This design comes from an exercise in tuning for small area on the open sky130 flow, not from production work. In this exercise RTL edits were held to simulation tests only and were not proved equivalent to the original. The flow treats the clock pin as an ideal source. Dropping or thinning the clock tree relies on that and would not hold on a real chip. Power is estimated from default activity; no workload was simulated.

== raven ==
Design Passthrough, start of the top module:
module Passthrough(
	input wire CLK,
	input wire rst,  
	output wire TX,
	output wire C4,
	output wire C5,
	input wire C6,
	output wire C8,
	output wire LED1,
	output wire C15
);
localparam [1:0] P_WAIT = 2'd0, P_WAITF = 2'd1, P_SEND = 2'd2, P_RESP = 2'd3;
reg [1:0] ph;
reg [16:0] cnt;
reg [6:0] cc;      
reg [6:0] mc;      
reg u;             
reg [12:0] mrn;    
reg c4_q, c15_q;
wire [8:0] tmr = cnt[8:0];
wire [3:0] bi = cnt[12:9];
wire [3:0] by = cnt[16:13];
wire [16:0] inc = cnt + 17'd1;
wire tovf = &tmr;
wire is_send = (ph == P_SEND);
wire is_gap = (bi == 4'd9);
wire [6:0] oldmax = u ? 7'd126 : mc;
wire cc_last = (cc == 7'd126);
wire gt = cnt[12:0] > ~mrn;
reg [6:0] pre;
always @(*) begin
	case (by[2:0])
		3'd0: pre = 7'h48;  
		3'd1: pre = 7'h34;  
		3'd2: pre = 7'h72;  
		3'd3: pre = 7'h64;  
		3'd4: pre = 7'h63;  
		3'd5: pre = 7'h30;  
		3'd6: pre = 7'h72;  
		default: pre = 7'h33;  
	endcase
end
wire [7:0] bs_data = {1'b0, by[3] ? cc : pre};
wire [7:0] usb_data = {1'b0, mc};
wire bs_frame = (bi == 4'd15) ? 1'b0 : (bi[3] ? 1'b1 : bs_data[bi[2:0]]);
wire usb_low = (cc == 7'd32) & (((bi == 4'd15) & (by == 4'd15)) |
                                (~bi[3] & (by == 4'd0) & ~usb_data[bi[2:0]]));
assign TX = ~(is_send & usb_low);
assign C4 = c4_q;
assign C15 = c15_q;
assign C5 = (ph == P_RESP);
assign C8 = (ph != P_WAITF);
assign LED1 = u | mc[6] | mc[5];
always @(posedge CLK) begin
	if (rst) begin
		ph <= P_WAIT;
		cnt <= 17'd21071;
		cc <= 7'd32;
		mc <= 7'd0;
		u <= 1'b0;
		mrn <= 13'h1fff;
		c4_q <= 1'b1;
		c15_q <= 1'b1;
	end else begin
		c4_q <= ~is_send | bs_frame;
		c15_q <= ~is_send | is_gap;
		cnt <= inc;
		case (ph)
			P_WAIT: begin
				if (&cnt) begin
					ph <= P_SEND;
					cnt <= {4'd15, 4'd9, 9'd510};
					cc <= cc_last ? 7'd32 : cc + 7'd1;
					if (cc_last)
						mrn <= 13'h1fff;
				end
			end
			P_WAITF: begin
				ph <= P_WAIT;
			end
			P_SEND: begin
				if (is_gap & (by == 4'd15) & ~tmr[1] & tmr[0]) begin
					ph <= P_RESP;
					cnt <= 17'd0;
				end else if (tovf) begin
  ...
For scale: about 2200 sq um of cells after synthesis.
Settings: LEC_CHECK=0, CAP_MARGIN=0, CORE_MARGIN=2, CORE_UTILIZATION=60, GPL_TIMING_DRIVEN=0, SLEW_MARGIN=0; clock period 10.0 ns.
standard.sh (not shown) runs the stock make flow with config.mk's settings and CLKGATE_MAP_FILE= SYNTH_SCRIPT=/design/flow/synth_recipe.tcl, a recipe that flattens the netlist after the stock synthesis.
==> flow/flow/run.sh <==
#!/bin/bash
# Own flow: the standard layout, except that synthesis maps the logic with
# an area-oriented ABC script (flow/abc_area.script). Everything else in
# synthesis (flip-flop mapping, flattening, renaming) is the standard script's.
set -euo pipefail
here=$(pwd)
script=$here/flow/abc_area.script
# ORFS's synth.tcl with only the ABC call changed
sed "s#log_cmd abc {\*}\$abc_args#log_cmd abc -script $script {*}[lrange \$abc_args 2 end]#" \
  "$FLOW_HOME/scripts/synth.tcl" > "$here/synth_area.tcl"
grep -q "abc -script $script" "$here/synth_area.tcl"
# The standard flow's synthesis script, sourcing the changed synth.tcl
sed "s#\$::env(SCRIPTS_DIR)/synth.tcl#$here/synth_area.tcl#" synth_recipe.tcl > "$here/synth_recipe_area.tcl"
grep -q "synth_area.tcl" "$here/synth_recipe_area.tcl"
bash standard.sh SYNTH_SCRIPT="$here/synth_recipe_area.tcl" ADDER_MAP_FILE= BUFFER_PORTS_ARGS="-inputs -outputs -buffer_cell sky130_fd_sc_hd__buf_1" PRE_CTS_TCL="$here/flow/cts_single.tcl" CLKBUF_CELL=sky130_fd_sc_hd__clkbuf_8 CLKBUF_N=3 finish > "$here/flow.log" 2>&1
==> flow/flow/cts_single.tcl <==
rename clock_tree_synthesis _tritoncts_unused
proc clock_tree_synthesis {args} {
  set cell sky130_fd_sc_hd__clkbuf_8
  if { [info exists ::env(CLKBUF_CELL)] } { set cell $::env(CLKBUF_CELL) }
  set k 3
  if { [info exists ::env(CLKBUF_N)] } { set k $::env(CLKBUF_N) }
  set block [ord::get_db_block]
  set clk [$block findNet CLK]
  set master [[ord::get_db] findMaster $cell]
  set sinks {}
  foreach it [$clk getITerms] {
    set bb [[$it getInst] getBBox]
    lappend sinks [list $it [expr {([$bb xMin] + [$bb xMax]) / 2.0}] [expr {([$bb yMin] + [$bb yMax]) / 2.0}]]
  }
  # k-means on the clock pins' positions, started from bands along x
  set sinks [lsort -real -index 1 $sinks]
  set n [llength $sinks]
  set cx {}
  set cy {}
  for {set c 0} {$c < $k} {incr c} {
    set s [lindex $sinks [expr {int(($c + 0.5) * $n / $k)}]]
    lappend cx [lindex $s 1]
    lappend cy [lindex $s 2]
  }
  for {set iter 0} {$iter < 30} {incr iter} {
    # greedy assignment by distance, at most ceil(n/k) pins per buffer
    set cap [expr {($n + $k - 1) / $k}]
    set pairs {}
    set i 0
    foreach s $sinks {
      for {set c 0} {$c < $k} {incr c} {
        lappend pairs [list $i $c [expr {abs([lindex $s 1] - [lindex $cx $c]) + abs([lindex $s 2] - [lindex $cy $c])}]]
      }
      incr i
    }
    set pairs [lsort -real -index 2 $pairs]
    set assign [lrepeat $n -1]
    set used [lrepeat $k 0]
    foreach p $pairs {
      lassign $p i c d
      if {[lindex $assign $i] < 0 && [lindex $used $c] < $cap} {
        lset assign $i $c
        lset used $c [expr {[lindex $used $c] + 1}]
      }
    }
    set nx {}
    set ny {}
    for {set c 0} {$c < $k} {incr c} {
      set sx 0.0; set sy 0.0; set m 0
      foreach s $sinks a $assign {
        if {$a == $c} { set sx [expr {$sx + [lindex $s 1]}]; set sy [expr {$sy + [lindex $s 2]}]; incr m }
      }
      if {$m > 0} { lappend nx [expr {$sx / $m}]; lappend ny [expr {$sy / $m}] } else { lappend nx [lindex $cx $c]; lappend ny [lindex $cy $c] }
    }
    set cx $nx
    set cy $ny
  }
  for {set c 0} {$c < $k} {incr c} {
    set buf [odb::dbInst_create $block $master clkbuf_leaf_${c}_CLK]
    set net [odb::dbNet_create $block clknet_leaf_${c}_CLK]
    $net setSigType CLOCK
    set m 0
    foreach s $sinks a $assign {
      if {$a == $c} {
        set it [lindex $s 0]
        $it disconnect
        $it connect $net
        incr m
      }
    }
    [$buf findITerm A] connect $clk
    [$buf findITerm X] connect $net
    $buf setLocation [expr {int([lindex $cx $c])}] [expr {int([lindex $cy $c])}]
    $buf setPlacementStatus PLACED
    puts "clock buffer $c: $cell driving $m clock pins"
  }
  set_propagated_clock [all_clocks]
}
Other scripts of this flow, unchanged in this note and not shown: flow/flow/abc_area.script
Input-level comparison between zinc and raven:
# raven
export LEC_CHECK = 0
export CAP_MARGIN = 0
export CORE_MARGIN = 2
export CORE_UTILIZATION = 60
export GPL_TIMING_DRIVEN = 0
export SLEW_MARGIN = 0
create_clock -name core_clock -period 10.0 [get_ports {CLK}]
# zinc
export LEC_CHECK = 0
export CAP_MARGIN = 0
export CORE_MARGIN = 2
export CORE_UTILIZATION = 80
export GPL_TIMING_DRIVEN = 0
export PLACE_DENSITY = 0.85
export SLEW_MARGIN = 0
create_clock -name core_clock -period 10.0 [get_ports {CLK}]
==> run summary <==
- As the logs show, zinc stopped at global placement without I/O (3_1_place_gp_skip_io) after a tool error, so it never reached the end of the flow.
- raven -> zinc: post-synthesis instance area flat
- zinc -> raven: number of instances in the synthesized netlist delta 0, exact match
- Comparing raven against zinc, there is no change at all in average instance area after synthesis.
- zinc vs. raven: register bit count reported by yosys did not really move; simple-gate area share of the yosys netlist did not really move; effective utilization at floorplan went up; fraction of registers with async set/reset did not really move; vertical die dimension went down.
- zinc gives less number of standard-cell rows in the floorplan than raven did.
- Re chip width: zinc is 13% down on raven.
- Looking at zinc and raven, the total nets after synthesis is a wash.
Setup changes, zinc to pepper
# zinc
export LEC_CHECK = 0
export CAP_MARGIN = 0
export CORE_MARGIN = 2
export CORE_UTILIZATION = 80
export GPL_TIMING_DRIVEN = 0
export PLACE_DENSITY = 0.85
export SLEW_MARGIN = 0
create_clock -name core_clock -period 10.0 [get_ports {CLK}]
# pepper
export LEC_CHECK = 0
export CAP_MARGIN = 0
export CORE_MARGIN = 2
export CORE_UTILIZATION = 70
export GPL_TIMING_DRIVEN = 0
export PLACE_DENSITY = 0.8
export SLEW_MARGIN = 0
create_clock -name core_clock -period 10.0 [get_ports {CLK}]
pepper reached the end of the flow, and the finished layout is clean on the timing, design-rule and antenna checks.
Post-synthesis net count: pepper vs zinc identical
[pepper vs zinc] effective utilization at floorplan: lower in pepper
Sequential cell area fraction in the yosys report: zinc vs pepper identical
Comparing zinc against pepper, there is no change at all in compound-gate portion of the synthesized area.
The synthesized area of zinc and that of pepper are within noise of each other.
Between zinc and pepper, the flow reports height of the die increasing by a few percent.
From zinc to pepper the numbers moved as follows: width of the die went up, synthesized cell count did not really move.
Changes in nickel relative to pepper:
diff --git a/flow/flow/run.sh b/flow/flow/run.sh
--- a/flow/flow/run.sh
+++ b/flow/flow/run.sh
@@ -13,3 +13,3 @@
 sed "s#\$::env(SCRIPTS_DIR)/synth.tcl#$here/synth_area.tcl#" synth_recipe.tcl > "$here/synth_recipe_area.tcl"
 grep -q "synth_area.tcl" "$here/synth_recipe_area.tcl"
-bash standard.sh SYNTH_SCRIPT="$here/synth_recipe_area.tcl" ADDER_MAP_FILE= BUFFER_PORTS_ARGS="-inputs -outputs -buffer_cell sky130_fd_sc_hd__buf_1" PRE_CTS_TCL="$here/flow/cts_single.tcl" CLKBUF_CELL=sky130_fd_sc_hd__clkbuf_8 CLKBUF_N=3 finish > "$here/flow.log" 2>&1
+bash standard.sh SYNTH_SCRIPT="$here/synth_recipe_area.tcl" ADDER_MAP_FILE= BUFFER_PORTS_ARGS="-inputs -outputs -buffer_cell sky130_fd_sc_hd__buf_1" PRE_CTS_TCL="$here/flow/cts_single.tcl" CLKROOT_CELL=sky130_fd_sc_hd__inv_2 CLKBUF_CELL=sky130_fd_sc_hd__inv_6 CLKBUF_N=3 finish > "$here/flow.log" 2>&1
diff --git a/flow/flow/cts_single.tcl b/flow/flow/cts_single.tcl
--- a/flow/flow/cts_single.tcl
+++ b/flow/flow/cts_single.tcl
@@ -7,4 +7,5 @@
   set block [ord::get_db_block]
   set clk [$block findNet CLK]
+  set src $clk
   set master [[ord::get_db] findMaster $cell]
   set sinks {}
@@ -56,4 +57,18 @@
     set cy $ny
   }
+  # with inverting leaf cells, one inverter between the port and the leaves
+  # keeps the clock's polarity
+  if { [info exists ::env(CLKROOT_CELL)] } {
+    set root [odb::dbInst_create $block [[ord::get_db] findMaster $::env(CLKROOT_CELL)] clkbuf_root_CLK]
+    set src [odb::dbNet_create $block clknet_root_CLK]
+    $src setSigType CLOCK
+    [$root findITerm A] connect $clk
+    [$root findITerm Y] connect $src
+    set rx 0.0; set ry 0.0
+    for {set c 0} {$c < $k} {incr c} { set rx [expr {$rx + [lindex $cx $c]}]; set ry [expr {$ry + [lindex $cy $c]}] }
+    $root setLocation [expr {int($rx / $k)}] [expr {int($ry / $k)}]
+    $root setPlacementStatus PLACED
+    puts "clock root: $::env(CLKROOT_CELL)"
+  }
   for {set c 0} {$c < $k} {incr c} {
     set buf [odb::dbInst_create $block $master clkbuf_leaf_${c}_CLK]
@@ -69,6 +84,8 @@
       }
     }
-    [$buf findITerm A] connect $clk
-    [$buf findITerm X] connect $net
+    [$buf findITerm A] connect $src
+    set out [$buf findITerm X]
+    if { $out == "NULL" || $out == "" } { set out [$buf findITerm Y] }
+    $out connect $net
     $buf setLocation [expr {int([lindex $cx $c])}] [expr {int([lindex $cy $c])}]
     $buf setPlacementStatus PLACED
==> run summary <==
- Going from pepper to nickel, cell area decreased by 11 sq um relative to the old numbers; via density per instance increased by 0.55% relative to the old numbers; data required time at the worst endpoint lower; clock slew at the register clock pins of the worst setup and hold paths now sits at about the same level; internal power contribution -8.2%.
- [compare] base=pepper new=nickel: post-CTS repair timing setup buffer count comparable, post-route minimum period went down 0.021 ns, hold slack barely changed.
- nickel against pepper: fraction of area in registers now sits higher; power consumed by the clock network now sits lower; met1 global-route usage now sits lower.
- nickel ended with every stage complete and zero timing, DRC or antenna violations.
The clock cells of raven, pepper and nickel come from the design's own scripts or RTL, not from TritonCTS.

port drivers added, routing unchanged:
The flow's constraints put no driver on any port. The routed layouts listed below were extracted and timed again, unchanged, in two steps.
Step 1 (the two cells are an assumption about what drives the block):
set clk [get_ports {CLK}]
set_driving_cell -lib_cell sky130_fd_sc_hd__clkbuf_16 $clk
set_driving_cell -lib_cell sky130_fd_sc_hd__buf_2 [delete_from_list [all_inputs] $clk]
Step 2, shift: input delay + t, output delay - t, t = (earliest + latest rising clock arrival at the registers) / 2. This alone moves slack from input paths to output paths.
Three values: no drivers, after step 1, after step 2; two values: the first two.
| run | t (ns) | setup slack, ns | worst hold slack (ns) | worst setup path at the end | slew at the worst register clock pin (ns) |
|---|---|---|---|---|---|
| raven | 0.204 | 5.816 / 5.766 / 5.854 | 0.503 / 0.503 / 0.503 | input to register | 0.10 / 0.10 |
| pepper | 0.201 | 5.815 / 5.840 / 5.642 | 0.504 / 0.504 / 0.504 | input to register | 0.10 / 0.10 |
| nickel | 0.251 | 5.836 / 5.808 / 5.624 | 0.505 / 0.505 / 0.505 | input to register | 0.11 / 0.11 |
After both steps every run listed still meets setup and hold. The setup slack of nickel, which loses most, moves by -0.028 ns with the drivers and by -0.212 ns with both steps.
